Background: an optimization exercise with open tools, aiming at a short achievable clock period and few clock cycles. Do not read the settings as production practice.
RTL that was checked went through simulation tests only; none was proved equivalent to the original.
No functional check of the RTL was part of runs 1 and 2.
Power figures rest on the tool's default switching activity, not on a simulated workload.

==> design/flow/design.v <==
`timescale 1ns / 1ps
module CPU(
    input clk,
    input rst,
    output [31:0] imem_addr,
    input  [31:0] imem_rdata,
    output [31:0] dmem_addr,
    output [31:0] dmem_wdata,
    output dmem_we,
    input  [31:0] dmem_rdata
    );
    wire        stall;         
    wire        mis;           
    wire [31:0] mis_pc;        
    wire [9:0]  f_idx;
    wire [9:0]  ras_top;
    wire [31:0] f_pc;          
    InstGetter getter (
        .clk(clk),
        .rst(rst),
        .inst(imem_rdata),
        .stall(stall),
        .mis(mis),
        .mis_pc(mis_pc),
        .idx(f_idx),
        .ras_top(ras_top)
    );
    assign imem_addr = {20'b0, f_idx, 2'b00};
    reg         d_valid;
    reg  [31:0] d_ir;
    reg  [31:0] d_pc;
    reg  [9:0]  d_ras;
    reg  [31:0] r_pc;          
    always @(posedge clk or posedge rst)
        if (rst) begin
            d_valid <= 1'b0;
            r_pc <= 32'b0;
        end else begin
            if (mis) begin
                d_valid <= 1'b0;
                r_pc <= mis_pc;
            end else if (!stall)
                d_valid <= 1'b1;
        end
    always @(posedge clk)
        if (!stall) begin
            d_ir  <= imem_rdata;
            d_pc  <= f_pc;
            d_ras <= ras_top;
        end
    wire [4:0]  rs = d_ir[25:21];
    wire [4:0]  rt = d_ir[20:16];
    wire        c_wr, c_load, c_store, c_br, c_bne, c_jr, c_j, c_link;
    wire        c_use_rs, c_use_rt, c_bimm, c_pred;
    wire [4:0]  c_rd;
    wire [31:0] c_imm;
    wire [8:0]  c_alu;
    Controller controller (
        .inst(d_ir),
        .wr(c_wr), .rd(c_rd), .load(c_load), .store(c_store),
        .br(c_br), .bne(c_bne), .pred(c_pred), .jr(c_jr), .j(c_j), .link(c_link),
        .use_rs(c_use_rs), .use_rt(c_use_rt), .bimm(c_bimm), .imm(c_imm),
        .alu(c_alu)
    );
    wire [31:0] pc4   = d_pc + 32'd4;
    wire [31:0] pcbr  = pc4 + {c_imm[29:0], 2'b00};
    wire [31:0] pcjr  = {d_pc[31:12], d_ras, 2'b00};
    wire [31:0] id_next = c_j ? {pc4[31:28], d_ir[25:0], 2'b00} :
                          (c_br & c_pred) ? pcbr :
                          (c_jr & rs == 5'd31) ? pcjr : pc4;
    assign f_pc = d_valid ? id_next : r_pc;
    reg         w_wr;
    reg  [4:0]  w_rd;
    reg  [31:0] w_res;
    wire [31:0] rf_a, rf_b;
    RegHeap regs (
        .clk(clk),
        .rst(rst),
        .WriteReg(w_wr),
        .addrA(rs),
        .addrB(rt),
        .addrW(w_rd),
        .dataW(w_res),
        .dataA(rf_a),
        .dataB(rf_b)
    );
    wire [31:0] id_a = (w_wr && w_rd == rs) ? w_res : rf_a;
    wire [31:0] id_t = (w_wr && w_rd == rt) ? w_res : rf_b;
    reg         e_wr, e_load, e_store, e_br, e_bne, e_pred, e_jr, e_link;
    reg  [4:0]  e_rd;
    reg         m_wr, m_load;
    reg  [4:0]  m_rd;
    wire        d_wr = d_valid & c_wr;
    assign stall = d_valid & e_load & e_wr &
                   ((c_use_rs & rs == e_rd) | (c_use_rt & rt == e_rd));
    wire fa_m = e_wr & (e_rd == rs);
    wire fa_w = m_wr & (m_rd == rs);
    wire ft_m = e_wr & (e_rd == rt);
    wire ft_w = m_wr & (m_rd == rt);
    reg  [31:0] e_a, e_b, e_t, e_alt, e_pnext, e_link_v;
    reg  [8:0]  e_alu;
    reg         e_fa_m, e_fa_w, e_fb_m, e_fb_w, e_ft_m, e_ft_w;
    wire        bubble = !d_valid | stall | mis;
    always @(posedge clk or posedge rst)
        if (rst) begin
            {e_wr, e_load, e_store, e_br, e_bne, e_pred, e_jr, e_link} <= 8'b0;
            e_rd <= 5'b0;
            e_alu <= 9'b0;
            {e_fa_m, e_fa_w, e_fb_m, e_fb_w, e_ft_m, e_ft_w} <= 6'b0;
        end else if (bubble) begin
            {e_wr, e_load, e_store, e_br, e_bne, e_pred, e_jr, e_link} <= 8'b0;
            e_rd <= 5'b0;
            e_alu <= 9'b0;
            {e_fa_m, e_fa_w, e_fb_m, e_fb_w, e_ft_m, e_ft_w} <= 6'b0;
        end else begin
            e_wr <= c_wr;
            e_load <= c_load;
            e_store <= c_store;
            e_br <= c_br;
            e_bne <= c_bne;
            e_pred <= c_pred;
            e_jr <= c_jr;
            e_link <= c_link;
            e_rd <= c_rd;
            e_alu <= c_alu;
            e_fa_m <= fa_m;
            e_fa_w <= fa_w & !fa_m;
            e_fb_m <= !c_bimm & ft_m;
            e_fb_w <= !c_bimm & ft_w & !ft_m;
            e_ft_m <= ft_m;
            e_ft_w <= ft_w & !ft_m;
        end
    always @(posedge clk) begin
        e_a <= id_a;
        e_b <= c_bimm ? c_imm : id_t;
        e_t <= id_t;
        e_alt <= c_pred ? pc4 : pcbr;
        e_pnext <= id_next;
        e_link_v <= pc4;
    end
    reg  [31:0] m_res;
    wire [31:0] A = e_fa_m ? m_res : e_fa_w ? w_res : e_a;
    wire [31:0] B = e_fb_m ? m_res : e_fb_w ? w_res : e_b;
    wire [31:0] T = e_ft_m ? m_res : e_ft_w ? w_res : e_t;
    wire [31:0] alu_f, alu_sum;
    SimpleALU alu (
        .op(e_alu),
        .A(A),
        .B(B),
        .link(e_link_v),
        .F(alu_f),
        .sum(alu_sum)
    );
    wire eq = (A == T);
    wire br_mis = e_br & ((eq ^ e_bne) ^ e_pred);
    wire jr_mis = e_jr & (A != e_pnext);
    assign mis = br_mis | jr_mis;
    assign mis_pc = e_jr ? A : e_alt;
    reg  [31:0] m_addr, m_wdata;
    reg         m_we;
    always @(posedge clk or posedge rst)
        if (rst) begin
            m_wr <= 1'b0;
            m_load <= 1'b0;
            m_we <= 1'b0;
            m_rd <= 5'b0;
        end else begin
            m_wr <= e_wr;
            m_load <= e_load;
            m_we <= e_store;
            m_rd <= e_rd;
        end
    always @(posedge clk) begin
        m_res <= alu_f;
        m_addr <= alu_sum;
        m_wdata <= T;
    end
    assign dmem_addr = m_addr;
    assign dmem_wdata = m_wdata;
    assign dmem_we = m_we;
    always @(posedge clk or posedge rst)
        if (rst) begin
            w_wr <= 1'b0;
            w_rd <= 5'b0;
        end else begin
            w_wr <= m_wr;
            w_rd <= m_rd;
        end
    always @(posedge clk)
        w_res <= m_load ? dmem_rdata : m_res;
endmodule
`timescale 1ns / 1ps
module InstGetter(
    input clk,
    input rst,
    input [31:0] inst,
    input stall,
    input mis,
    input [31:0] mis_pc,
    output [9:0] idx,
    output [9:0] ras_top
    );
    reg  [9:0] idx_r;
    assign idx = idx_r;
    wire [5:0] op = inst[31:26];
    wire is_j   = op[5:1] == 5'b00001;
    wire is_jal = op == 6'b000011;
    wire is_br  = op[5:1] == 5'b00010;
    wire br_tk  = is_br & ((inst[25:21] == inst[20:16]) ^ op[0]);
    wire is_ret = op == 6'b000000 && inst[5:0] == 6'b001000 && inst[25:21] == 5'd31;
    reg  [9:0] ras0, ras1, ras2, ras3;      
    reg  [9:0] cr0, cr1, cr2, cr3;          
    wire [9:0] seq = idx + 10'd1;
    wire [9:0] tgt = seq + inst[9:0];
    wire [9:0] nxt = is_j ? inst[9:0] : br_tk ? tgt : is_ret ? ras0 : seq;
    assign ras_top = ras0;
    reg        e_push, e_pop;
    reg  [9:0] e_ret;
    reg        d_push, d_pop;
    reg  [9:0] d_ret;
    wire [9:0] cn0 = e_push ? e_ret : e_pop ? cr1 : cr0;
    wire [9:0] cn1 = e_push ? cr0   : e_pop ? cr2 : cr1;
    wire [9:0] cn2 = e_push ? cr1   : e_pop ? cr3 : cr2;
    wire [9:0] cn3 = e_push ? cr2   : e_pop ? 10'd0 : cr3;
    always @(posedge clk or posedge rst)
        if (rst) begin
            idx_r <= 10'd0;
            {ras0, ras1, ras2, ras3} <= 40'b0;
            {cr0, cr1, cr2, cr3} <= 40'b0;
            {d_push, d_pop, e_push, e_pop} <= 4'b0;
            d_ret <= 10'd0;
            e_ret <= 10'd0;
        end else begin
            idx_r <= mis ? mis_pc[11:2] : stall ? idx : nxt;
            {cr0, cr1, cr2, cr3} <= {cn0, cn1, cn2, cn3};
            if (mis) begin
                {ras0, ras1, ras2, ras3} <= {cn0, cn1, cn2, cn3};
                {d_push, d_pop, e_push, e_pop} <= 4'b0;
            end else if (stall) begin
                e_push <= 1'b0;
                e_pop <= 1'b0;
            end else begin
                if (is_jal) {ras0, ras1, ras2, ras3} <= {seq, ras0, ras1, ras2};
                else if (is_ret) {ras0, ras1, ras2, ras3} <= {ras1, ras2, ras3, 10'd0};
                d_push <= is_jal;
                d_pop <= is_ret;
                d_ret <= seq;
                e_push <= d_push;
                e_pop <= d_pop;
                e_ret <= d_ret;
            end
        end
endmodule
`timescale 1ns / 1ps
module Controller(
    input [31:0] inst,
    output wr,
    output [4:0] rd,
    output load,
    output store,
    output br,
    output bne,
    output pred,
    output jr,
    output j,
    output link,
    output use_rs,
    output use_rt,
    output bimm,
    output [31:0] imm,
    output reg [8:0] alu
);
    wire [5:0] op = inst[31:26];
    wire [5:0] fn = inst[5:0];
    wire rtype = op == 6'b000000;
    wire itype = op[5:3] == 3'b001;
    assign load  = op == 6'b100011;
    assign store = op == 6'b101011;
    assign br    = op[5:1] == 5'b00010;
    assign bne   = op[0];
    assign pred  = br & ((inst[25:21] == inst[20:16]) ^ op[0]);
    assign jr    = rtype & fn == 6'b001000;
    assign j     = op[5:1] == 5'b00001;
    assign link  = op == 6'b000011;
    assign rd = rtype ? inst[15:11] : link ? 5'd31 : inst[20:16];
    assign wr = (rtype | itype | load | link) & (rd != 5'd0);
    assign use_rs = rtype | itype | load | store | br;
    assign use_rt = rtype | store | br;
    assign bimm   = itype | load | store;
    wire sext = !itype | op[2:0] == 3'b000;
    assign imm = {sext & inst[15] ? 16'hffff : 16'h0000, inst[15:0]};
    always @(*) begin
        alu = 9'b0;
        if (link) alu[8] = 1'b1;
        else if (rtype)
            casez (fn)
                6'b100000: alu[0] = 1'b1;
                6'b100010: alu[1] = 1'b1;
                6'b100100: alu[2] = 1'b1;
                6'b100101: alu[3] = 1'b1;
                6'b100110: alu[4] = 1'b1;
                6'b100111: alu[5] = 1'b1;
                6'b101011: alu[6] = 1'b1;
                6'b000100: alu[7] = 1'b1;
                default:   alu[2] = 1'b1;
            endcase
        else if (itype)
            case (op[2:0])
                3'b000:  alu[0] = 1'b1;
                3'b110:  alu[4] = 1'b1;
                3'b011:  alu[6] = 1'b1;
                default: alu[2] = 1'b1;
            endcase
        else alu[0] = 1'b1;
    end
endmodule
`timescale 1ns / 1ps
module SimpleALU(
    input [8:0] op,
    input [31:0] A,
    input [31:0] B,
    input [31:0] link,
    output [31:0] F,
    output [31:0] sum
    );
    assign sum = A + B;
    wire [31:0] diff = A - B;
    wire        lt = A < B;
    wire [31:0] shl = (|A[31:5]) ? 32'b0 : (B << A[4:0]);
    assign F = ({32{op[0]}} & sum)
             | ({32{op[1]}} & diff)
             | ({32{op[2]}} & (A & B))
             | ({32{op[3]}} & (A | B))
             | ({32{op[4]}} & (A ^ B))
             | ({32{op[5]}} & ~(A | B))
             | ({32{op[6]}} & {31'b0, lt})
             | ({32{op[7]}} & shl)
             | ({32{op[8]}} & link);
endmodule
`timescale 1ns / 1ps
module RegHeap(
    input [4:0] addrA,
    input [4:0] addrB,
    input [4:0] addrW,
    input [31:0] dataW,
    input WriteReg,
    input clk,
    input rst,
    output [31:0] dataA,
    output [31:0] dataB
    );
    reg [31:0] heap[31:1];
    reg [31:1] written;
    assign dataA = (addrA == 5'd0 || !written[addrA]) ? 32'b0 : heap[addrA];
    assign dataB = (addrB == 5'd0 || !written[addrB]) ? 32'b0 : heap[addrB];
    always @(posedge clk or posedge rst)
        if (rst) written <= 31'b0;
        else if (WriteReg && addrW != 5'd0) written[addrW] <= 1'b1;
    always @(posedge clk)
        if (WriteReg && addrW != 5'd0) heap[addrW] <= dataW;
endmodule
==> design/flow/run.sh <==
#!/bin/bash
# synth_recipe.tcl (not shown) runs the flow's synth.tcl, then flattens the netlist and writes it again
# the make line also repeats each setting of config.mk as NAME=value (left out here)
make -C /OpenROAD-flow-scripts/flow DESIGN_CONFIG=/design/flow/config.mk WORK_HOME=/design/flow/orfs CLKGATE_MAP_FILE= SYNTH_SCRIPT=/design/flow/synth_recipe.tcl finish
==> design/flow/config.mk <==
export PLATFORM = sky130hd
export DESIGN_NAME = CPU
export DESIGN_NICKNAME = CPU
export VERILOG_FILES = /design/flow/design.v
export SDC_FILE = /design/flow/constraint.sdc
export NUM_CORES = 4
export LEC_CHECK = 0
export CAP_MARGIN = 20
export CORE_MARGIN = 2
export CORE_UTILIZATION = 40
export SETUP_SLACK_MARGIN = 0.5
export SLEW_MARGIN = 20
==> design/flow/constraint.sdc <==
create_clock -name core_clock -period 11.0 [get_ports {clk}]
set_input_delay 2.2000 -clock core_clock [delete_from_list [all_inputs] [get_ports {clk}]]
set_output_delay 2.2000 -clock core_clock [all_outputs]
set_load 0.01 [all_outputs]
==> out/metrics.csv, run 1 <==
stage,metric,value,unit
outcome,status,no timing/DRC/antenna violations,
critical_path,critPathKind,reg -> reg,
timing,slew_violations,0,
drt,first_iter_violations,6762,
critical_path,end_kind,register,
die,fp.dieArea,0.206,mm^2
timing,fin_crit,6.21,ns
logic_synthesis,ys_ff_latch,1613,
clock_network,cts_setup_buffers,0,
logic_synthesis,synth_area_leaders,"edfxtp_1 40%, mux4_2 16%, dfxtp_1 8.1%",
global_routing,antenna_found_initial,6,
drt,drtAntennaViolNets,0,
layout,largest_register,regs.heap,
logic_synthesis,netlist_area,0.0809,mm^2
clock_network,cts_made_buffers,173,
logic_synthesis,synth_compound_area_share,8.37,%
logic_synthesis,synth-seq-area-share,54.5,%
clock_network,clk_latency,0.85,ns
logic_synthesis,yosys.area_share.adder,2.43,%
timing,finalSetupTns,0,ns
global_routing,grt_overflow_total,0,
layout,area_delta_synth_final,12.7,%
global_routing,grt_usage,26.1,%
power_and_ir_drop,p_total,18.0,mW
timing,rsz0062_at_grt,no,
critical_path,critPathArrivalTime,6.93,ns
timing,worst_pin_slew,1.19,ns
layout,multi_input_area,0.0348,mm^2
timing,slew_headroom,20.0,%
logic_synthesis,synth_edf_count,1066,
clock_network,cts.path.max_buffers,3,
layout,fillers,17700,
power_and_ir_drop,ir_drop,0.168,mV
layout,regArea,0.0441,mm^2
die,initial_utilization,40.1,%
power_and_ir_drop,power_density,198,mW/mm^2
clock_network,tritoncts,done,
die,die_w,454,um
layout,nets,6190,
critical_path,critPathLaunchType,register,
clock_network,clk_pin_slew_worst_paths,0.06,ns
clock_network,cts-resized-gates,0,
logic_synthesis,syn_avg_cell_area,13.7,um^2
drt,drc_errors,0,
logic_synthesis,synth.most_common_cell,edfxtp_1,
layout,stdcell_count,8789,
logic_synthesis,synth_top_family_by_area,multiplexers,
clock_network,hold_buffers,0,
placed_design,place_congestion,0.983,
die,io_pins,163,
critical_path,required,11.72,ns
power_and_ir_drop,p_leak,32.4,nW
global_routing,grt_max_degree,119,
flow_run,drv_cap,0,
timing,hold_violations,0,
logic_synthesis,ys_async_sr_fraction,13.6,%
logic_synthesis,muxShareOfSynthArea,22.9,%
timing,setup_viol,0,
clock_network,cts_root_buf,clkbuf_16,
layout,postLayoutCoreUtil,45.2,%
layout,largest_reg_flops,992,
logic_synthesis,synth_xor_area_share,2.58,%
clock_network,clock-sinks,1613,
logic_synthesis,ys_types,95,
logic_synthesis,synth_top_area_cell,edfxtp_1,
layout,drive_gt1_share,20.5,%
drt,wl_per_cell,30.9,um
die,die_y,454,um
logic_synthesis,synth_cells,5912,
placed_design,dp_cells,8466,
logic_synthesis,yosysWarnings,4,
drt,drt-total-wl,272000,um
logic_synthesis,yosys.area.top_type_share,39.6,%
global_routing,grt_pass1_wl,389000,um
logic_synthesis,synth-simple-area-share,6.38,%
logic_synthesis,yosys_most_used_dff,edfxtp_1,
die,core_area,0.202,mm^2
logic_synthesis,ys_top_cells_by_count,"1066 x edfxtp_1, 592 x mux4_2, 501 x nand2_1",
drt,vias,54000,
min_path,hold_class,reg -> reg,
placed_design,post-dp-hpwl,178000,um
timing,max_freq,161,MHz
die,rows,165,
placed_design,io_buffers,140,
critical_path,cp_max_fo,39,
drt,firstDrtPassIters,8,
global_routing,grt_pass1_vias,53500,
drt,via_per_inst,6.14,
timing,timing.final.crit_share,56.5,%
clock_network,htree_levels,4,
timing,clock_skew,0.0632,ns
-- cell type report --
cell class	instances	area share [%]
Clock inverter	94	1.14
Tap cell	2672	3.67
Clock buffer	225	5.14
Sequential cell	1613	48.4
Multi-Input combinational cell	3740	38.2
Timing Repair Buffer	293	2.84
Inverter	148	0.619
Antenna cell	4	0.0110
-- power breakdown --
part / switching [mW] / internal [mW]
sequential: 0.763 / 7.40
clock: 2.56 / 3.32
combinational: 2.38 / 1.59
total: 5.70 / 12.3
-- per-layer routing --
metal  up-vias  global-route usage (%)  share of wire (%)
li1      22900                       -                  -
met1     28000                    36.1                 41
met2      2559                    40.4                 46
met3       529                    4.05                7.5
met4         4                    12.7                5.5
met5         -                       0             0.0099
-- cell usage in the layout (no fill, tap or decap), types with 22 or more instances in the layout --
cell / count
o21a_1: 49
o221ai_1: 23
o21ai_0: 321
dfxtp_1: 304
clkbuf_1: 38
a222oi_1: 25
edfxtp_1: 1066
clkinv_1: 30
a21o_1: 58
xnor2_1: 149
clkdlybuf4s50_1: 140
a211oi_1: 43
nand2_1: 501
nor4_1: 28
clkinv_2: 32
o211ai_1: 28
nor2_4: 29
a21oi_1: 305
nand3_1: 61
conb_1: 22
mux2i_1: 351
mux4_2: 592
inv_1: 140
nand4_1: 44
nand2b_1: 24
clkbuf_16: 175
a31oi_1: 23
buf_4: 150
and3_1: 27
mux2_2: 123
nor3_1: 53
xor2_1: 85
ha_1: 151
nor2_1: 325
dfrtp_1: 208
-- stage by stage --
stage	setup WS (ns)	area (um^2)	hold slack (ns)
after floorplan	2.81	81000	0.331
after global placement	5.04	85400	0.341
after detailed placement	4.94	85400	0.339
after CTS	4.96	91100	0.355
after global routing	4.47	91200	0.367
final	4.79	91200	0.356
-- final timing paths --
kind / start / to / slack, ns / cells past startpoint
setup / recovery: e_fa_m / m_res[28] / 4.79 / 16
hold / removal: e_store / m_we / 0.36 / 0
setup reg to reg: e_fa_m / m_res[28] / 4.79 / 16
hold reg to reg: e_store / m_we / 0.36 / 0
max in group asynchronous: rst / e_fa_m / 7.69 / 3
min in group asynchronous: rst / getter.e_pop / 1.93 / 2
-- worst max-delay path, stage by stage, from the launching register on --
cell	delay [ns]
dfrtp_4	0.63
buf_4	0.56
o21a_1	0.21
buf_4	0.43
inv_1	0.28
buf_4	0.29
fa_1	0.47
a211oi_1	0.24
nor2_1	0.12
o41ai_2	0.50
o211ai_1	0.32
a31oi_1	0.70
o21ai_0	0.31
a21oi_1	0.37
o311ai_0	0.18
o221ai_1	0.11
or3b_1	0.35
-- cell families after synthesis --
family | count (synthesis)
flip-flops | 1613
AND/OR/NAND/NOR | 1173
other | 1
multiplexers | 1078
AO/OA/AOI/OAI | 1076
adder cells (fa/ha/maj) | 155
buffers and inverters | 580
XOR/XNOR | 236
==> run 2, diff against run 1 <==
--- a/design/flow/config.mk
+++ b/design/flow/config.mk
@@ -7,2 +7,3 @@
 export LEC_CHECK = 0
+export ABC_CLOCK_PERIOD_IN_PS = 3000
 export CAP_MARGIN = 20
@@ -10,3 +11,3 @@
 export CORE_UTILIZATION = 40
-export SETUP_SLACK_MARGIN = 0.5
+export SETUP_SLACK_MARGIN = 5
 export SLEW_MARGIN = 20
==> run 2 against run 1 <==
Global-route usage shrank 0.33 points. Largest cell class unchanged. First-iteration DRC count shrank 4.8%. Area after synthesis is the same. Setup slack gained 0.44 ns.
==> out/metrics.csv, run 2 <==
stage,metric,value,unit,change
logic_synthesis,synth-seq-area-share,54.5,%,unchanged
logic_synthesis,yosysWarnings,4,,unchanged
critical_path,end_kind,register,,unchanged
global_routing,grt_max_degree,163,,was 119
min_path,hold_class,reg -> reg,,unchanged
timing,setup_viol,0,,unchanged
die,rows,165,,unchanged
die,initial_utilization,40.1,%,unchanged
outcome,status,no timing/DRC/antenna violations,,unchanged
logic_synthesis,netlist_area,0.0809,mm^2,unchanged
critical_path,reg2reg_from,e_fa_m,,unchanged
logic_synthesis,ys_ff_latch,1613,,unchanged
min_path,whs_path_depth,0,,unchanged
drt,wl_per_cell,30.5,um,was 30.9 um
power_and_ir_drop,p_total,18.0,mW,about the same
layout,nets,6191,,was 6190
critical_path,critPathArrivalTime,6.48,ns,was 6.93 ns
timing,slew_headroom,17.6,%,was 20.0%
die,core_area,0.202,mm^2,unchanged
die,die_y,454,um,unchanged
logic_synthesis,synth_edf_count,1066,,unchanged
timing,timing.final.crit_share,52.5,%,was 56.5%
critical_path,required,11.71,ns,was 11.72 ns
global_routing,grt_overflow_total,0,,unchanged
timing,fin_crit,5.77,ns,was 6.21 ns
logic_synthesis,yosys.area.top_type_share,39.6,%,unchanged
clock_network,cts_made_buffers,170,,was 173
logic_synthesis,synth_area_leaders,"edfxtp_1 40%, mux4_2 16%, dfxtp_1 8.1%",,unchanged
timing,slew_violations,0,,unchanged
layout,drive_gt1_share,20.7,%,was 20.5%
logic_synthesis,ys_top_cells_by_count,"1066 x edfxtp_1, 592 x mux4_2, 501 x nand2_1",,unchanged
timing,rsz0062_at_grt,yes,,was no
clock_network,clock-sinks,1613,,unchanged
timing,setup_ws,5.23,ns,was 4.79 ns
timing,timing.hold.ws,0.369,ns,was 0.356 ns
logic_synthesis,ys_types,95,,unchanged
global_routing,grt_usage,25.8,%,was 26.1%
timing,clock_skew,0.0433,ns,was 0.0632 ns
min_path,hold_start,e_store,,unchanged
layout,mostFrequentLayoutCells,"1066 x edfxtp_1, 592 x mux4_2, 500 x nand2_1",,"was 1066 x edfxtp_1, 592 x mux4_2, 501 x nand2_1"
critical_path,reg2reg_setup_slack,5.23,ns,was 4.79 ns
timing,worst_pin_slew,1.22,ns,was 1.19 ns
power_and_ir_drop,p_leak,32.5,nW,was 32.4 nW
logic_synthesis,ys_async_sr_fraction,13.6,%,unchanged
placed_design,dp_cells,8470,,was 8466
logic_synthesis,yosys_most_used_dff,edfxtp_1,,unchanged
layout,largest_register,regs.heap,,unchanged
die,io_pins,163,,unchanged
logic_synthesis,synth.most_common_cell,edfxtp_1,,unchanged
drt,drtAntennaViolNets,0,,unchanged
global_routing,grt_pass1_vias,53200,,was 53500
drt,via_per_inst,6.13,,was 6.14
layout,largest_reg_flops,992,,unchanged
power_and_ir_drop,ir_drop,0.192,mV,was 0.168 mV
clock_network,clk_pin_slew_worst_paths,0.07,ns,was 0.06 ns
layout,area_delta_synth_final,12.8,%,was 12.7%
drt,first_iter_violations,6438,,was 6762
placed_design,post-dp-hpwl,174000,um,was 178000 um
clock_network,cts.path.max_buffers,3,,unchanged
clock_network,htree_levels,4,,unchanged
critical_path,critPathKind,reg -> reg,,unchanged
die,die_w,454,um,unchanged
timing,max_freq,173,MHz,was 161 MHz
drt,firstDrtPassIters,8,,unchanged
critical_path,ff2ff_path_depth,16,,unchanged
logic_synthesis,synth_top_area_cell,edfxtp_1,,unchanged
clock_network,cts_root_buf,clkbuf_16,,unchanged
critical_path,r2r-end,m_res[28],,unchanged
clock_network,hold_buffers,0,,unchanged
die,fp.dieArea,0.206,mm^2,unchanged
layout,mostFrequentLayoutCell,edfxtp_1,,unchanged
drt,vias,53900,,was 54000
critical_path,cp_max_fo,39,,unchanged
clock_network,clk_latency,0.83,ns,was 0.85 ns
layout,stdcell_count,8790,,was 8789
drt,drt-total-wl,268000,um,was 272000 um
timing,hold_violations,0,,unchanged
power_and_ir_drop,power_density,197,mW/mm^2,was 198 mW/mm^2
placed_design,place_congestion,0.994,,was 0.983
drt,drc_errors,0,,unchanged
critical_path,critPathLaunchType,register,,unchanged
global_routing,grt_pass1_wl,384000,um,was 389000 um
logic_synthesis,synth_cells,5912,,unchanged
placed_design,io_buffers,140,,unchanged
placed_design,post-place-ws,5.02,ns,was 4.94 ns
global_routing,antenna_found_initial,4,,was 6
flow_run,drv_cap,0,,unchanged
logic_synthesis,syn_avg_cell_area,13.7,um^2,unchanged
timing,finalSetupTns,0,ns,unchanged
clock_network,tritoncts,done,,unchanged
min_path,min_to,m_we,,unchanged
[run 2: changes by cell type in the layout (fill, tap and decap cells not counted), moves of 3 or more]
cell	delta
clkbuf_1	+3
clkinv_8	-3
clkinv_1	-11
clkinv_4	+5
[run 2: what timing repair did]
action | 4_1_cts | 5_1_grt
pin swaps | 0 | 0
resized for setup | 1 | 2
buffers inserted | 0 | 0
endpoints found under the setup margin | 1 | 3
cloned | 0 | 0
[run 2: cells by family (layout without fill, tap and decap cells)]
kind of cell               Yosys count  after routing  share of synthesized area, %
AOI/OAI and AO/OA                 1076           1076                          8.37
xor gates and xnor gates           236            236                          2.58
adders and majority gates          155            155                          2.43
buffers and inverters              580            760                          2.91
DFF                               1613           1613                          54.5
muxes                             1078           1078                          22.9
other                                1             27                       0.00464
and+or+nand+nor                   1173           1173                          6.38
[run 2: cell type report]
cell class | instances | area, um^2
fill | 17700 | 110000
timing repair buffer | 297 | 2630
clock buffer | 229 | 4730
sequential | 1613 | 44100
tap | 2672 | 3340
multi-input combinational | 3740 | 34900
antenna | 5 | 12.5
inverter | 148 | 561
clock inverter | 86 | 1020
[run 2: worst max path at each step]
stage | cells past startpoint | slack [ns] | from | end
2_1_floorplan | 1 | 5.95 | rst | d_valid
3_3_place_gp | 15 | 5.17 | e_fa_m | m_res[28]
3_5_place_dp | 15 | 5.02 | e_fa_m | m_res[28]
4_1_cts | 16 | 5.13 | e_fa_m | m_res[28]
5_1_grt | 16 | 4.93 | e_fa_m | m_res[28]
6_report | 16 | 5.23 | e_fa_m | m_res[28]
[run 2: power breakdown]
part           leakage [nW]  internal, mW  switching, mW  total, mW
Combinational          14.3          1.59           2.41       4.00
Clock                  2.80          3.33           2.56       5.89
Sequential             15.4          7.39          0.677       8.07
Total                  32.5          12.3           5.65       18.0
[run 2: critical path: stages (launching register included)]
cell      delay [ns]
dfrtp_4         0.65
buf_4           0.56
o21a_1          0.21
buf_4           0.41
inv_1           0.08
buf_4           0.27
fa_1            0.47
a211oi_1        0.23
nor2_1          0.13
o41ai_2         0.45
o211ai_1        0.36
a31oi_2         0.49
o21ai_0         0.23
a21oi_1         0.36
o311ai_0        0.18
o221ai_1        0.11
or3b_1          0.37
[run 2: stage by stage]
step | instance area [um^2] | util, %
global placement | 85500 | 42.4
detailed placement | 85500 | 42.4
global route | 91300 | 45.2
floorplan | 81000 | -
finish | 91300 | 45.2
CTS | 91200 | 45.2
[run 2: layer usage]
metal  routed length, um  track usage [%]
met5                  50                0
met4               14800             12.5
met3               22500             4.51
met2              121000             39.2
met1              110000             35.9
==> run 3, diff against run 2 <==
--- a/design/flow/design.v
+++ b/design/flow/design.v
@@ -12,7 +12,13 @@
     wire        stall;         
-    wire        mis;           
+    wire        ex_mis;        
+    wire        id_mis;        
+    wire        mis = ex_mis | id_mis;
     wire [31:0] mis_pc;        
     wire [9:0]  f_idx;
-    wire [9:0]  ras_top;
+    wire        f_jrp_v;
+    wire [9:0]  f_jrp;
     wire [31:0] f_pc;          
+    wire        li_v;
+    wire [4:0]  li_rd;
+    wire [9:0]  li_idx;
     InstGetter getter (
@@ -24,4 +30,8 @@
         .mis_pc(mis_pc),
+        .li_v(li_v),
+        .li_rd(li_rd),
+        .li_idx(li_idx),
         .idx(f_idx),
-        .ras_top(ras_top)
+        .jrp_v(f_jrp_v),
+        .jrp(f_jrp)
     );
@@ -31,3 +41,5 @@
     reg  [31:0] d_pc;
-    reg  [9:0]  d_ras;
+    reg  [31:0] d_boff;        
+    reg         d_jrp_v;
+    reg  [9:0]  d_jrp;
     reg  [31:0] r_pc;          
@@ -46,5 +58,7 @@
         if (!stall) begin
-            d_ir  <= imem_rdata;
-            d_pc  <= f_pc;
-            d_ras <= ras_top;
+            d_ir    <= imem_rdata;
+            d_pc    <= f_pc;
+            d_boff  <= {{14{imem_rdata[15]}}, imem_rdata[15:0], 2'b00} + 32'd4;
+            d_jrp_v <= f_jrp_v;
+            d_jrp   <= f_jrp;
         end
@@ -64,8 +78,12 @@
     );
+    assign li_v = d_valid & d_ir[31:26] == 6'b001000 & rs == 5'd0 & rt != 5'd0;
+    assign li_rd = rt;
+    assign li_idx = d_ir[11:2];
     wire [31:0] pc4   = d_pc + 32'd4;
-    wire [31:0] pcbr  = pc4 + {c_imm[29:0], 2'b00};
-    wire [31:0] pcjr  = {d_pc[31:12], d_ras, 2'b00};
+    wire [31:0] pcbr  = d_pc + d_boff;
+    wire [31:0] pcjr  = {d_pc[31:12], d_jrp, 2'b00};
     wire [31:0] id_next = c_j ? {pc4[31:28], d_ir[25:0], 2'b00} :
                           (c_br & c_pred) ? pcbr :
-                          (c_jr & rs == 5'd31) ? pcjr : pc4;
+                          (c_jr & d_jrp_v) ? pcjr : pc4;
+    wire [31:0] id_alt = c_pred ? pc4 : pcbr;
     assign f_pc = d_valid ? id_next : r_pc;
@@ -88,28 +106,34 @@
     wire [31:0] id_t = (w_wr && w_rd == rt) ? w_res : rf_b;
-    reg         e_wr, e_load, e_store, e_br, e_bne, e_pred, e_jr, e_link;
+    reg         e_wr, e_load, e_store, e_br, e_bne, e_pred, e_jr, e_link, e_addi;
     reg  [4:0]  e_rd;
+    reg  [31:0] e_a, e_b, e_t;
     reg         m_wr, m_load;
     reg  [4:0]  m_rd;
-    wire        d_wr = d_valid & c_wr;
+    reg  [31:0] m_res;
+    wire [31:0] alu_f;
     assign stall = d_valid & e_load & e_wr &
                    ((c_use_rs & rs == e_rd) | (c_use_rt & rt == e_rd));
-    wire fa_m = e_wr & (e_rd == rs);
-    wire fa_w = m_wr & (m_rd == rs);
-    wire ft_m = e_wr & (e_rd == rt);
-    wire ft_w = m_wr & (m_rd == rt);
-    reg  [31:0] e_a, e_b, e_t, e_alt, e_pnext, e_link_v;
+    wire fa_e = e_wr & (e_rd == rs);
+    wire fa_m = m_wr & (m_rd == rs);
+    wire ft_e = e_wr & (e_rd == rt);
+    wire ft_m = m_wr & (m_rd == rt);
+    wire [31:0] mem_v = m_load ? dmem_rdata : m_res;
+    wire [31:0] nx_a = fa_e ? alu_f : fa_m ? mem_v : id_a;
+    wire [31:0] nx_t = ft_e ? alu_f : ft_m ? mem_v : id_t;
+    reg  [31:0] e_negimm;
+    wire        fz = e_addi & ((rt == 5'd0 & fa_e) | (rs == 5'd0 & ft_e));
+    wire        fz_eq = (e_a == e_negimm);
+    assign id_mis = d_valid & c_br & fz & ((fz_eq ^ c_bne) ^ c_pred) & !ex_mis;
+    reg  [31:0] e_alt, e_pnext, e_link_v;
     reg  [8:0]  e_alu;
-    reg         e_fa_m, e_fa_w, e_fb_m, e_fb_w, e_ft_m, e_ft_w;
-    wire        bubble = !d_valid | stall | mis;
+    wire        bubble = !d_valid | stall | ex_mis;
     always @(posedge clk or posedge rst)
         if (rst) begin
-            {e_wr, e_load, e_store, e_br, e_bne, e_pred, e_jr, e_link} <= 8'b0;
+            {e_wr, e_load, e_store, e_br, e_bne, e_pred, e_jr, e_link, e_addi} <= 9'b0;
             e_rd <= 5'b0;
             e_alu <= 9'b0;
-            {e_fa_m, e_fa_w, e_fb_m, e_fb_w, e_ft_m, e_ft_w} <= 6'b0;
         end else if (bubble) begin
-            {e_wr, e_load, e_store, e_br, e_bne, e_pred, e_jr, e_link} <= 8'b0;
+            {e_wr, e_load, e_store, e_br, e_bne, e_pred, e_jr, e_link, e_addi} <= 9'b0;
             e_rd <= 5'b0;
             e_alu <= 9'b0;
-            {e_fa_m, e_fa_w, e_fb_m, e_fb_w, e_ft_m, e_ft_w} <= 6'b0;
         end else begin
@@ -118,3 +142,3 @@
             e_store <= c_store;
-            e_br <= c_br;
+            e_br <= c_br & !fz;
             e_bne <= c_bne;
@@ -123,28 +147,20 @@
             e_link <= c_link;
+            e_addi <= c_wr & c_bimm & c_alu[0] & !c_load & !c_store;
             e_rd <= c_rd;
             e_alu <= c_alu;
-            e_fa_m <= fa_m;
-            e_fa_w <= fa_w & !fa_m;
-            e_fb_m <= !c_bimm & ft_m;
-            e_fb_w <= !c_bimm & ft_w & !ft_m;
-            e_ft_m <= ft_m;
-            e_ft_w <= ft_w & !ft_m;
         end
     always @(posedge clk) begin
-        e_a <= id_a;
-        e_b <= c_bimm ? c_imm : id_t;
-        e_t <= id_t;
-        e_alt <= c_pred ? pc4 : pcbr;
+        e_a <= nx_a;
+        e_b <= c_bimm ? c_imm : nx_t;
+        e_t <= nx_t;
+        e_alt <= id_alt;
         e_pnext <= id_next;
         e_link_v <= pc4;
+        e_negimm <= 32'd0 - c_imm;
     end
-    reg  [31:0] m_res;
-    wire [31:0] A = e_fa_m ? m_res : e_fa_w ? w_res : e_a;
-    wire [31:0] B = e_fb_m ? m_res : e_fb_w ? w_res : e_b;
-    wire [31:0] T = e_ft_m ? m_res : e_ft_w ? w_res : e_t;
-    wire [31:0] alu_f, alu_sum;
+    wire [31:0] alu_sum;
     SimpleALU alu (
         .op(e_alu),
-        .A(A),
-        .B(B),
+        .A(e_a),
+        .B(e_b),
         .link(e_link_v),
@@ -153,7 +169,7 @@
     );
-    wire eq = (A == T);
+    wire eq = (e_a == e_t);
     wire br_mis = e_br & ((eq ^ e_bne) ^ e_pred);
-    wire jr_mis = e_jr & (A != e_pnext);
-    assign mis = br_mis | jr_mis;
-    assign mis_pc = e_jr ? A : e_alt;
+    wire jr_mis = e_jr & (e_a != e_pnext);
+    assign ex_mis = br_mis | jr_mis;
+    assign mis_pc = !ex_mis ? id_alt : e_jr ? e_a : e_alt;
     reg  [31:0] m_addr, m_wdata;
@@ -175,3 +191,3 @@
         m_addr <= alu_sum;
-        m_wdata <= T;
+        m_wdata <= e_t;
     end
@@ -189,3 +205,3 @@
     always @(posedge clk)
-        w_res <= m_load ? dmem_rdata : m_res;
+        w_res <= mem_v;
 endmodule
@@ -199,4 +215,8 @@
     input [31:0] mis_pc,
+    input li_v,              
+    input [4:0] li_rd,
+    input [9:0] li_idx,      
     output [9:0] idx,
-    output [9:0] ras_top
+    output jrp_v,            
+    output [9:0] jrp
     );
@@ -209,3 +229,5 @@
     wire br_tk  = is_br & ((inst[25:21] == inst[20:16]) ^ op[0]);
-    wire is_ret = op == 6'b000000 && inst[5:0] == 6'b001000 && inst[25:21] == 5'd31;
+    wire is_jr  = op == 6'b000000 && inst[5:0] == 6'b001000;
+    wire is_ret = is_jr && inst[25:21] == 5'd31;
+    wire is_jli = is_jr && li_v && inst[25:21] == li_rd;
     reg  [9:0] ras0, ras1, ras2, ras3;      
@@ -214,4 +236,5 @@
     wire [9:0] tgt = seq + inst[9:0];
-    wire [9:0] nxt = is_j ? inst[9:0] : br_tk ? tgt : is_ret ? ras0 : seq;
-    assign ras_top = ras0;
+    assign jrp_v = is_jli | is_ret;
+    assign jrp = is_jli ? li_idx : ras0;
+    wire [9:0] nxt = is_j ? inst[9:0] : br_tk ? tgt : jrp_v ? jrp : seq;
     reg        e_push, e_pop;
==> design/flow/flow/run.sh (new file) <==
#!/bin/bash
# Standard layout, with the resizer's setup repair aiming further below the
# clock period (same clock and constraints; only repair_timing's margin).
set -euo pipefail
bash standard.sh SETUP_SLACK_MARGIN=7.5 finish > standard_flow.log 2>&1
==> design/flow/standard.sh (new file) <==
#!/bin/bash
# synth_recipe.tcl (not shown) runs the flow's synth.tcl, then flattens the netlist and writes it again
# the make line also repeats each setting of config.mk as NAME=value (left out here)
make -C /OpenROAD-flow-scripts/flow DESIGN_CONFIG=/design/flow/config.mk WORK_HOME=/design/flow/orfs CLKGATE_MAP_FILE= SYNTH_SCRIPT=/design/flow/synth_recipe.tcl "${@:-finish}"
removed: design/flow/run.sh
==> run 3 against run 2 <==
Still clean on timing, DRC and antenna. Fmax increased by 54%. Register-to-register slack improved by 2.0 ns. Critical path depth decreased by 3. Non-clock buffer count increased by 167. First-iteration DRC count increased by 24%. Area after synthesis increased by 3.3%. Sequential share of layout area decreased by 2.4 points. Combinational power increased by 23%. Hold slack got worse by 0.023 ns. Sequential cell count increased by 45.
==> out/metrics.csv, run 3 <==
stage,metric,value,unit,change
outcome,status,no timing/DRC/antenna violations,,unchanged
critical_path,slowest_delay,0.80,ns,was 0.65 ns
clock_network,tritoncts,done,,unchanged
logic_synthesis,synth_edf_count,1084,,was 1066
clock_network,htree_levels,4,,unchanged
timing,worst_pin_slew,1.16,ns,was 1.22 ns
logic_synthesis,ys_top_cells_by_count,"1084 x edfxtp_1, 619 x mux4_2, 443 x nand2_1",,"was 1066 x edfxtp_1, 592 x mux4_2, 501 x nand2_1"
power_and_ir_drop,power_density,201,mW/mm^2,was 197 mW/mm^2
logic_synthesis,synth_area_leaders,"edfxtp_1 39%, mux4_2 17%, dfxtp_1 8.6%",,"was edfxtp_1 40%, mux4_2 16%, dfxtp_1 8.1%"
drt,drc_errors,0,,unchanged
drt,drtAntennaViolNets,0,,unchanged
critical_path,end_kind,register,,unchanged
die,initial_utilization,40.3,%,was 40.1%
logic_synthesis,ys_async_sr_fraction,12.9,%,was 13.6%
global_routing,grt_pass1_vias,56800,,was 53200
timing,clock_skew,0.0726,ns,was 0.0433 ns
critical_path,critPathKind,reg -> reg,,unchanged
clock_network,cts.path.max_buffers,3,,unchanged
flow_run,drv_cap,0,,unchanged
timing,finalSetupTns,0,ns,unchanged
die,die_w,461,um,was 454 um
critical_path,critPathSlowestCell,xnor2_1,,was dfrtp_4
timing,rsz0062_at_grt,yes,,unchanged
critical_path,critPathArrivalTime,4.49,ns,was 6.48 ns
timing,fin_crit,3.74,ns,was 5.77 ns
power_and_ir_drop,p_leak,35.3,nW,was 32.5 nW
critical_path,reg2reg_setup_slack,7.26,ns,was 5.23 ns
clock_network,cts_made_buffers,172,,was 170
critical_path,critPathTopFamily,XOR/XNOR gates,,was compound AO/OA/AOI/OAI gates
die,die_y,461,um,was 454 um
layout,nets,6614,,was 6191
drt,via_per_inst,6.29,,was 6.13
global_routing,grt_overflow_total,0,,unchanged
timing,slew_headroom,22.5,%,was 17.6%
critical_path,required,11.75,ns,was 11.71 ns
layout,largest_reg_flops,992,,unchanged
layout,area_delta_synth_final,18.0,%,was 12.8%
die,fp.dieArea,0.213,mm^2,was 0.206 mm^2
die,rows,167,,was 165
logic_synthesis,synth.most_common_cell,edfxtp_1,,unchanged
die,core_area,0.207,mm^2,was 0.202 mm^2
logic_synthesis,synth_cells,6194,,was 5912
global_routing,grt_max_degree,150,,was 163
power_and_ir_drop,ir_drop,0.136,mV,was 0.192 mV
global_routing,grt_usage,27.7,%,was 25.8%
logic_synthesis,yosysWarnings,4,,unchanged
logic_synthesis,ys_ff_latch,1658,,was 1613
logic_synthesis,ys_types,91,,was 95
global_routing,grt_pass1_wl,421000,um,was 384000 um
layout,largest_register,regs.heap,,unchanged
critical_path,critPathLaunchType,register,,unchanged
drt,vias,58700,,was 53900
clock_network,clk_pin_slew_worst_paths,0.06,ns,was 0.07 ns
logic_synthesis,yosys_most_used_dff,edfxtp_1,,unchanged
layout,drive_gt1_share,29.5,%,was 20.7%
layout,postLayoutCoreUtil,47.5,%,was 45.2%
die,io_pins,163,,unchanged
timing,setup_viol,0,,unchanged
min_path,hold_class,reg -> reg,,unchanged
logic_synthesis,netlist_area,0.0836,mm^2,was 0.0809 mm^2
critical_path,cp_max_fo,8,,was 39
critical_path,path_buf_inv,2,,was 4
drt,firstDrtPassIters,8,,unchanged
timing,max_freq,268,MHz,was 173 MHz
timing,slew_violations,0,,unchanged
drt,wl_per_cell,32.2,um,was 30.5 um
layout,mostFrequentLayoutCells,"1084 x edfxtp_1, 619 x mux4_2, 429 x nand2_1",,"was 1066 x edfxtp_1, 592 x mux4_2, 500 x nand2_1"
clock_network,clock-sinks,1658,,was 1613
layout,mostFrequentLayoutCell,edfxtp_1,,unchanged
logic_synthesis,syn_avg_cell_area,13.5,um^2,was 13.7 um^2
placed_design,post-dp-hpwl,185000,um,was 174000 um
placed_design,io_buffers,140,,unchanged
drt,first_iter_violations,7995,,was 6438
clock_network,cts_root_buf,clkbuf_16,,unchanged
logic_synthesis,synth_top_area_cell,edfxtp_1,,unchanged
placed_design,place_congestion,0.983,,was 0.994
critical_path,path_cells,buf_4 > ha_1 > nand3_1 > nor2_1 > xnor2_1 > inv_1 > ha_2 > nor2_1 > o41ai_2 > xnor2_1 > a211oi_1 > or4_1 > nand3_1,,was buf_4 > o21a_1 > buf_4 > inv_1 > buf_4 > fa_1 > a211oi_1 > nor2_1 > o41ai_2 > o211ai_1 > a31oi_2 > o21ai_0 > a21oi_1 > o311ai_0 > o221ai_1 > or3b_1
clock_network,clk_latency,0.88,ns,was 0.83 ns
logic_synthesis,yosys.area.top_type_share,38.9,%,was 39.6%
logic_synthesis,synth-seq-area-share,54.0,%,was 54.5%
global_routing,antenna_found_initial,16,,was 4
drt,drt-total-wl,300000,um,was 268000 um
timing,timing.final.crit_share,34.0,%,was 52.5%
timing,hold_violations,0,,unchanged
==> run 3: cell count changes after synthesis, sizes merged, moves of 31 or more <==
cell   change
a31oi     +31
a21o      -32
nand3     +34
inv       +52
xor2      +57
dfxtp     +32
o21ai    -104
nor2      +45
nand2     -58
mux2i    -115
==> run 3: kinds of logic after synthesis <==
kind of cell | share of synthesized area, %
other | 0.00449
flip-flops | 54.0
AND/OR/NAND/NOR | 7.31
multiplexers | 21.4
XOR/XNOR | 3.12
buffers and inverters | 3.23
AO/OA/AOI/OAI | 8.53
adder cells (fa/ha/maj) | 2.43
==> run 3: what timing repair did <==
action | 4_1_cts | 5_1_grt
cloned | 20 | 5
gates resized for setup | 760 | 237
setup buffers | 103 | 73
pin swaps | 48 | 69
setup endpoints to repair | 490 | 392
hold buffers | 0 | 0
==> run 3: path summary, 6_finish.rpt <==
kind / start / endpoint / cells past startpoint
setup / recovery: getter.idx_r[0] / getter.idx_r[9] / 13
hold / removal: e_store / m_we / 0
setup reg to reg: getter.idx_r[0] / getter.idx_r[9] / 13
hold reg to reg: e_store / m_we / 0
max in group asynchronous: rst / regs.written[4] / 4
min in group asynchronous: rst / getter.d_ret[2] / 3
==> run 3: power breakdown <==
| part | internal, mW | switching [mW] | leakage [nW] |
|---|---|---|---|
| registers | 7.74 | 1.06 | 15.8 |
| logic | 2.11 | 2.83 | 16.7 |
| clock network | 3.41 | 2.64 | 2.87 |
==> run 3: area by class of cell <==
cell class | count | area, um^2
antenna | 12 | 30.0
clock buffer | 217 | 4710
clock inverter | 101 | 1180
fill | 17900 | 109000
inverter | 199 | 805
multi-input combinational | 3893 | 38200
sequential | 1658 | 45300
tap | 2788 | 3490
timing repair buffer | 464 | 4840
==> run 3: worst reg2reg max path, cell delays in order, from the launching register on <==
cell	delay (ns)
dfrtp_2	0.46
buf_4	0.23
ha_1	0.26
nand3_1	0.15
nor2_1	0.09
xnor2_1	0.80
inv_1	0.12
ha_2	0.40
nor2_1	0.07
o41ai_2	0.33
xnor2_1	0.18
a211oi_1	0.08
or4_1	0.41
nand3_1	0.10
==> run 3: metrics by stage <==
stage | worst slack [ns] | hold slack (ns) | std cells | instance area, um^2 | total power, mW
6_report | 7.26 | 0.346 | 9332 | 98600 | 19.8
4_1_cts | 7.29 | 0.345 | 9242 | 96800 | 19.4
3_3_place_gp | 4.93 | 0.356 | 8800 | 88300 | 13.0
5_1_grt | 7.22 | 0.344 | 9322 | 98600 | 20.4
3_5_place_dp | 4.95 | 0.375 | 8801 | 88300 | 13.0
2_1_floorplan | 6.02 | 0.331 | 6215 | 84200 | 11.2
==> run 3: per-layer routing <==
layer / track usage (%) / vias up / wire length [um]
met5: 0 / - / 35
met4: 15.1 / 6 / 19200
met3: 5.76 / 686 / 29200
met2: 42.3 / 3268 / 135000
met1: 37.0 / 30400 / 117000
li1: - / 24400 / -
Testbench counts of run 3, summed over its fixed seeds: cycles 435,520.
==> run 4, diff against run 3 <==
--- a/design/flow/design.v
+++ b/design/flow/design.v
@@ -17,2 +17,3 @@
     wire [9:0]  f_idx;
+    wire [9:0]  f_imem_idx;
     wire        f_jrp_v;
@@ -30,2 +31,3 @@
         .mis_pc(mis_pc),
+        .rst_s(rst),
         .li_v(li_v),
@@ -34,2 +36,3 @@
         .idx(f_idx),
+        .imem_idx(f_imem_idx),
         .jrp_v(f_jrp_v),
@@ -37,3 +40,3 @@
     );
-    assign imem_addr = {20'b0, f_idx, 2'b00};
+    assign imem_addr = {20'b0, f_imem_idx, 2'b00};
     reg         d_valid;
@@ -180,3 +183,2 @@
             m_load <= 1'b0;
-            m_we <= 1'b0;
             m_rd <= 5'b0;
@@ -185,5 +187,6 @@
             m_load <= e_load;
-            m_we <= e_store;
             m_rd <= e_rd;
         end
+    always @(posedge clk)
+        m_we <= e_store;
     always @(posedge clk) begin
@@ -215,2 +218,3 @@
     input [31:0] mis_pc,
+    input rst_s,             
     input li_v,              
@@ -219,2 +223,3 @@
     output [9:0] idx,
+    output [9:0] imem_idx,
     output jrp_v,            
@@ -223,11 +228,10 @@
     reg  [9:0] idx_r;
+    reg  [9:0] idx_o;         
     assign idx = idx_r;
+    assign imem_idx = idx_o;
     wire [5:0] op = inst[31:26];
-    wire is_j   = op[5:1] == 5'b00001;
     wire is_jal = op == 6'b000011;
-    wire is_br  = op[5:1] == 5'b00010;
-    wire br_tk  = is_br & ((inst[25:21] == inst[20:16]) ^ op[0]);
     wire is_jr  = op == 6'b000000 && inst[5:0] == 6'b001000;
     wire is_ret = is_jr && inst[25:21] == 5'd31;
-    wire is_jli = is_jr && li_v && inst[25:21] == li_rd;
+    wire li_hit = li_v && inst[25:21] == li_rd;
     reg  [9:0] ras0, ras1, ras2, ras3;      
@@ -236,5 +240,13 @@
     wire [9:0] tgt = seq + inst[9:0];
-    assign jrp_v = is_jli | is_ret;
-    assign jrp = is_jli ? li_idx : ras0;
-    wire [9:0] nxt = is_j ? inst[9:0] : br_tk ? tgt : jrp_v ? jrp : seq;
+    assign jrp_v = is_jr;
+    assign jrp = li_hit ? li_idx : ras0;
+    wire       ctl  = op[5:3] == 3'b000 && !(op[2] && op[1]);
+    wire       jr_f = !op[0] && inst[5:0] == 6'b001000;
+    wire       br_t = (inst[25:21] == inst[20:16]) ^ op[0];
+    wire [9:0] c_br = br_t ? tgt : seq;
+    wire [9:0] c_jr = jr_f ? jrp : seq;
+    wire [9:0] cand = op[2] ? c_br : op[1] ? inst[9:0] : c_jr;
+    wire [9:0] nxt  = ctl ? cand : seq;
+    wire       go   = !stall & !mis;
+    wire       hold = stall & !mis;
     reg        e_push, e_pop;
@@ -247,2 +259,5 @@
     wire [9:0] cn3 = e_push ? cr2   : e_pop ? 10'd0 : cr3;
+    wire [9:0] idx_nx = ({10{mis}} & mis_pc[11:2]) | ({10{hold}} & idx) | ({10{go}} & nxt);
+    always @(posedge clk)
+        idx_o <= rst_s ? 10'd0 : idx_nx;
     always @(posedge clk or posedge rst)
@@ -256,3 +271,3 @@
         end else begin
-            idx_r <= mis ? mis_pc[11:2] : stall ? idx : nxt;
+            idx_r <= idx_nx;
             {cr0, cr1, cr2, cr3} <= {cn0, cn1, cn2, cn3};
@@ -265,4 +280,4 @@
             end else begin
-                if (is_jal) {ras0, ras1, ras2, ras3} <= {seq, ras0, ras1, ras2};
-                else if (is_ret) {ras0, ras1, ras2, ras3} <= {ras1, ras2, ras3, 10'd0};
+                if (d_push) {ras0, ras1, ras2, ras3} <= {d_ret, ras0, ras1, ras2};
+                else if (d_pop) {ras0, ras1, ras2, ras3} <= {ras1, ras2, ras3, 10'd0};
                 d_push <= is_jal;
==> run 4 against run 3 <==
Wire length is 3.4% lower. Still clean on timing, DRC and antenna. Largest power group unchanged. Final cell count is 0.25% lower. Global-route usage down 0.88 points. Clock-buffer cell count is 26 higher. Critical path type is now in -> reg. Sequential cell count grew 10. Clock skew is 0.0038 ns lower. Non-clock buffer count increased by 31. Register-to-register slack worse by 0.02 ns. Area after synthesis down 0.14%.
==> out/metrics.csv, run 4 <==
stage,metric,value,unit,change
outcome,status,no timing/DRC/antenna violations,,unchanged
drt,vias,57200,,was 58700
critical_path,reg2reg_setup_slack,7.24,ns,was 7.26 ns
drt,drtAntennaViolNets,0,,unchanged
timing,max_freq,266,MHz,was 268 MHz
timing,slew_headroom,22.1,%,was 22.5%
drt,first_iter_violations,7177,,was 7995
timing,slew_violations,0,,unchanged
power_and_ir_drop,power_density,202,mW/mm^2,was 201 mW/mm^2
layout,fillers,17900,,about the same
drt,drt-total-wl,290000,um,was 300000 um
clock_network,clk_pin_slew_worst_paths,0.06,ns,about the same
layout,largest_register,regs.heap,,unchanged
layout,final_area,0.0986,mm^2,about the same
critical_path,critPathArrivalTime,4.49,ns,about the same
critical_path,path_buf_inv,4,,was 2
layout,mostFrequentLayoutCell,edfxtp_1,,unchanged
drt,firstDrtPassIters,6,,was 8
logic_synthesis,synth_top_area_cell,edfxtp_1,,unchanged
logic_synthesis,ys_ff_latch,1668,,was 1658
layout,area_delta_synth_final,18.2,%,was 18.0%
global_routing,grt_pass1_wl,409000,um,was 421000 um
logic_synthesis,syn_avg_cell_area,13.6,um^2,was 13.5 um^2
die,rows,167,,unchanged
clock_network,tritoncts,done,,unchanged
logic_synthesis,netlist_area,0.0835,mm^2,was 0.0836 mm^2
drt,via_per_inst,6.14,,was 6.29
die,core_area,0.207,mm^2,about the same
layout,mostFrequentLayoutCells,"1084 x edfxtp_1, 605 x mux4_2, 394 x nand2_1",,"was 1084 x edfxtp_1, 619 x mux4_2, 429 x nand2_1"
clock_network,cts_made_buffers,175,,was 172
min_path,hold_start,e_t[16],,was e_store
logic_synthesis,ys_types,106,,was 91
placed_design,post-dp-hpwl,185000,um,about the same
power_and_ir_drop,ir_drop,0.172,mV,was 0.136 mV
die,die_w,461,um,about the same
critical_path,critPathKind,in -> reg,,was reg -> reg
clock_network,clk_latency,0.86,ns,was 0.88 ns
critical_path,critPathTopFamily,simple AND/OR/NAND/NOR gates,,was XOR/XNOR gates
power_and_ir_drop,p_leak,35.5,nW,was 35.3 nW
critical_path,critPathLaunch,imem_rdata[0],,was getter.idx_r[0]
logic_synthesis,yosys_most_used_dff,edfxtp_1,,unchanged
die,initial_utilization,40.3,%,about the same
critical_path,cp.depth,14,,was 13
timing,clock_skew,0.0688,ns,was 0.0726 ns
global_routing,grt_pass1_vias,56000,,was 56800
clock_network,cts_root_buf,clkbuf_16,,unchanged
timing,rsz0062_at_grt,yes,,unchanged
layout,nets,6602,,was 6614
timing,hold_violations,0,,unchanged
clock_network,htree_levels,4,,unchanged
die,io_pins,163,,unchanged
placed_design,place_area,0.0882,mm^2,was 0.0883 mm^2
global_routing,grt_max_degree,94,,was 150
layout,largest_reg_flops,992,,unchanged
logic_synthesis,synth_area_leaders,"edfxtp_1 39%, mux4_2 16%, dfxtp_1 8.9%",,"was edfxtp_1 39%, mux4_2 17%, dfxtp_1 8.6%"
clock_network,clock-sinks,1668,,was 1658
timing,worst_pin_slew,1.17,ns,was 1.16 ns
critical_path,ff2ff_path_depth,17,,was 13
global_routing,grt_usage,26.8,%,was 27.7%
critical_path,reg2reg_from,e_a[0],,was getter.idx_r[0]
critical_path,path_cells,buf_12 > inv_12 > ha_4 > or4b_4 > nor3b_4 > buf_6 > nand2_8 > o221a_4 > buf_6 > nor3_4 > nor3_2 > nor3_2 > o21ai_1 > and2_1,,was buf_4 > ha_1 > nand3_1 > nor2_1 > xnor2_1 > inv_1 > ha_2 > nor2_1 > o41ai_2 > xnor2_1 > a211oi_1 > or4_1 > nand3_1
critical_path,slowest_delay,0.47,ns,was 0.80 ns
critical_path,critPathSlowestCell,or4b_4,,was xnor2_1
die,fp.dieArea,0.212,mm^2,was 0.213 mm^2
logic_synthesis,ys_async_sr_fraction,12.8,%,was 12.9%
global_routing,antenna_found_initial,8,,was 16
logic_synthesis,yosysWarnings,4,,unchanged
logic_synthesis,ys_top_cells_by_count,"1084 x edfxtp_1, 605 x mux4_2, 405 x nand2_1",,"was 1084 x edfxtp_1, 619 x mux4_2, 443 x nand2_1"
flow_run,drv_cap,0,,unchanged
timing,timing.final.crit_share,34.2,%,was 34.0%
die,die_y,461,um,about the same
logic_synthesis,synth_cells,6139,,was 6194
critical_path,r2r-end,e_b[16],,was getter.idx_r[9]
timing,setup_viol,0,,unchanged
logic_synthesis,synth-seq-area-share,54.3,%,was 54.0%
logic_synthesis,yosys.area.top_type_share,39.0,%,was 38.9%
critical_path,crit_path_end,getter.idx_o[0],,was getter.idx_r[9]
timing,fin_crit,3.77,ns,was 3.74 ns
logic_synthesis,synth_edf_count,1084,,unchanged
clock_network,cts.path.max_buffers,3,,unchanged
placed_design,io_buffers,140,,unchanged
drt,drc_errors,0,,unchanged
critical_path,critPathLaunchType,input pin,,was register
timing,finalSetupTns,0,ns,unchanged
critical_path,cp_max_fo,4,,was 8
min_path,hold_class,reg -> reg,,unchanged
global_routing,grt_overflow_total,0,,unchanged
drt,wl_per_cell,31.2,um,was 32.2 um
logic_synthesis,synth.most_common_cell,edfxtp_1,,unchanged
layout,drive_gt1_share,29.0,%,was 29.5%
placed_design,place_congestion,0.957,,was 0.983
critical_path,required,11.73,ns,was 11.75 ns
critical_path,end_kind,register,,unchanged
[run 4: changes by cell type after synthesis, sizes merged, moves of 29 or more]
| cell | before | now |
|---|---|---|
| a211oi | 71 | 40 |
| a21oi | 278 | 398 |
| mux2 | 131 | 83 |
| mux2i | 247 | 345 |
| nand2 | 443 | 405 |
| nor2 | 402 | 345 |
| o21ai | 232 | 261 |
| o31ai | 45 | 15 |
| xnor2 | 154 | 122 |
[run 4: per-stage QoR]
| step | std cells | hold WS [ns] | util (%) | worst slack (ns) | power (mW) |
|---|---|---|---|---|---|
| floorplan | 6160 | 0.324 | - | 5.08 | 11.1 |
| global placement | 8781 | 0.353 | 42.5 | 5.02 | 12.9 |
| detailed placement | 8781 | 0.360 | 42.5 | 5.03 | 12.9 |
| CTS | 9232 | 0.356 | 46.8 | 7.23 | 19.6 |
| global route | 9305 | 0.363 | 47.6 | 7.13 | 20.6 |
| finish | 9309 | 0.351 | 47.6 | 7.23 | 19.9 |
[run 4: how the worst min path moves through the flow]
stage                              to  cells after the start
after global placement    m_wdata[17]                      0
after CTS                 m_wdata[16]                      0
after detailed placement  m_wdata[16]                      0
after floorplan                  m_we                      0
after global routing      m_wdata[31]                      0
final                     m_wdata[16]                      0
[run 4: worst register-to-register path, stage by stage, from the launching register on]
cell and delay (ns):
dfxtp_4 0.36, buf_12 0.11, inv_8 0.03, buf_12 0.12, ha_4 0.16, fa_2 0.34, or2_4 0.26, a221oi_4 0.35
o22ai_4 0.13, o21ba_4 0.23, o31ai_4 0.22, buf_12 0.16, buf_6 0.11, a21boi_2 0.05, xor2_1 0.15, a221o_2 0.42
a22o_1 0.28, o21a_1 0.17
[run 4: what timing repair did]
action | 4_1_cts | 5_1_grt
pin swaps | 96 | 90
hold buffers | 0 | 0
gates resized for setup | 811 | 216
setup buffers | 125 | 69
setup endpoints to repair | 588 | 318
gates cloned | 9 | 3
[run 4: report_power, final]
| part | switching [mW] | total (mW) | internal, mW |
|---|---|---|---|
| Sequential | 0.995 | 8.77 | 7.77 |
| Combinational | 2.82 | 4.98 | 2.16 |
| Clock | 2.58 | 6.14 | 3.56 |
[run 4: cell type report]
cell class,instances,area [um^2],area share [%]
inverters,201,848,0.860
multi-input cells,3833,37900,38.5
clock buffers,243,4970,5.04
well taps,2788,3490,3.54
repair inverters,2,12.5,0.0127
clock inverters,74,975,0.988
diodes,5,12.5,0.0127
repair buffers,495,4900,4.97
flip-flops and latches,1668,45500,46.1
[run 4: per-layer routing]
| layer | vias up | track usage, % | routed length, um |
|---|---|---|---|
| met5 | - | 0 | 7 |
| met4 | 2 | 13.3 | 16200 |
| met3 | 561 | 5.11 | 25700 |
| met2 | 2877 | 41.9 | 134000 |
| met1 | 29600 | 35.9 | 114000 |
| li1 | 24100 | - | - |
[run 4: cell families after synthesis]
| family | Yosys count | synth area share (%) |
|---|---|---|
| compound gates | 1149 | 8.88 |
| xor+xnor | 290 | 3.05 |
| fa+ha+maj | 160 | 2.43 |
| buf+inv | 661 | 3.25 |
| flops | 1668 | 54.3 |
| mux | 1033 | 21.6 |
| other cells | 1 | 0.00449 |
| simple gates | 1177 | 6.52 |
Testbench counts of run 4, summed over its fixed seeds: cycles 435,520.

==> port drivers added, routing unchanged <==
The flow's constraints put no driver on any port. The routed layouts listed below were extracted and timed again, unchanged, in two steps.
Step 1 (the two cells are an assumption about what drives the block):
set clk [get_ports {clk}]
set_driving_cell -lib_cell sky130_fd_sc_hd__clkbuf_16 $clk
set_driving_cell -lib_cell sky130_fd_sc_hd__buf_2 [delete_from_list [all_inputs] $clk]
Step 2, shift: input delay + t, output delay - t, t = (earliest + latest rising clock arrival at the registers) / 2. This alone moves slack from input paths to output paths.
Slacks: ideal / step 1 / step 2; pairs: ideal / step 1.
run	t (ns)	setup slack, ns	slew at the worst register clock pin (ns)
run 1	0.908	4.788 / 4.788 / 4.788	0.07 / 0.07
run 2	0.911	5.230 / 5.230 / 5.230	0.07 / 0.07
run 3	0.926	7.264 / 7.247 / 6.419	0.07 / 0.07
run 4	0.916	7.235 / 7.242 / 6.356	0.08 / 0.08
After both steps every run listed still meets setup and hold. For run 4, which loses most, drivers alone change the setup slack by +0.007 ns; drivers and shift together by -0.879 ns.
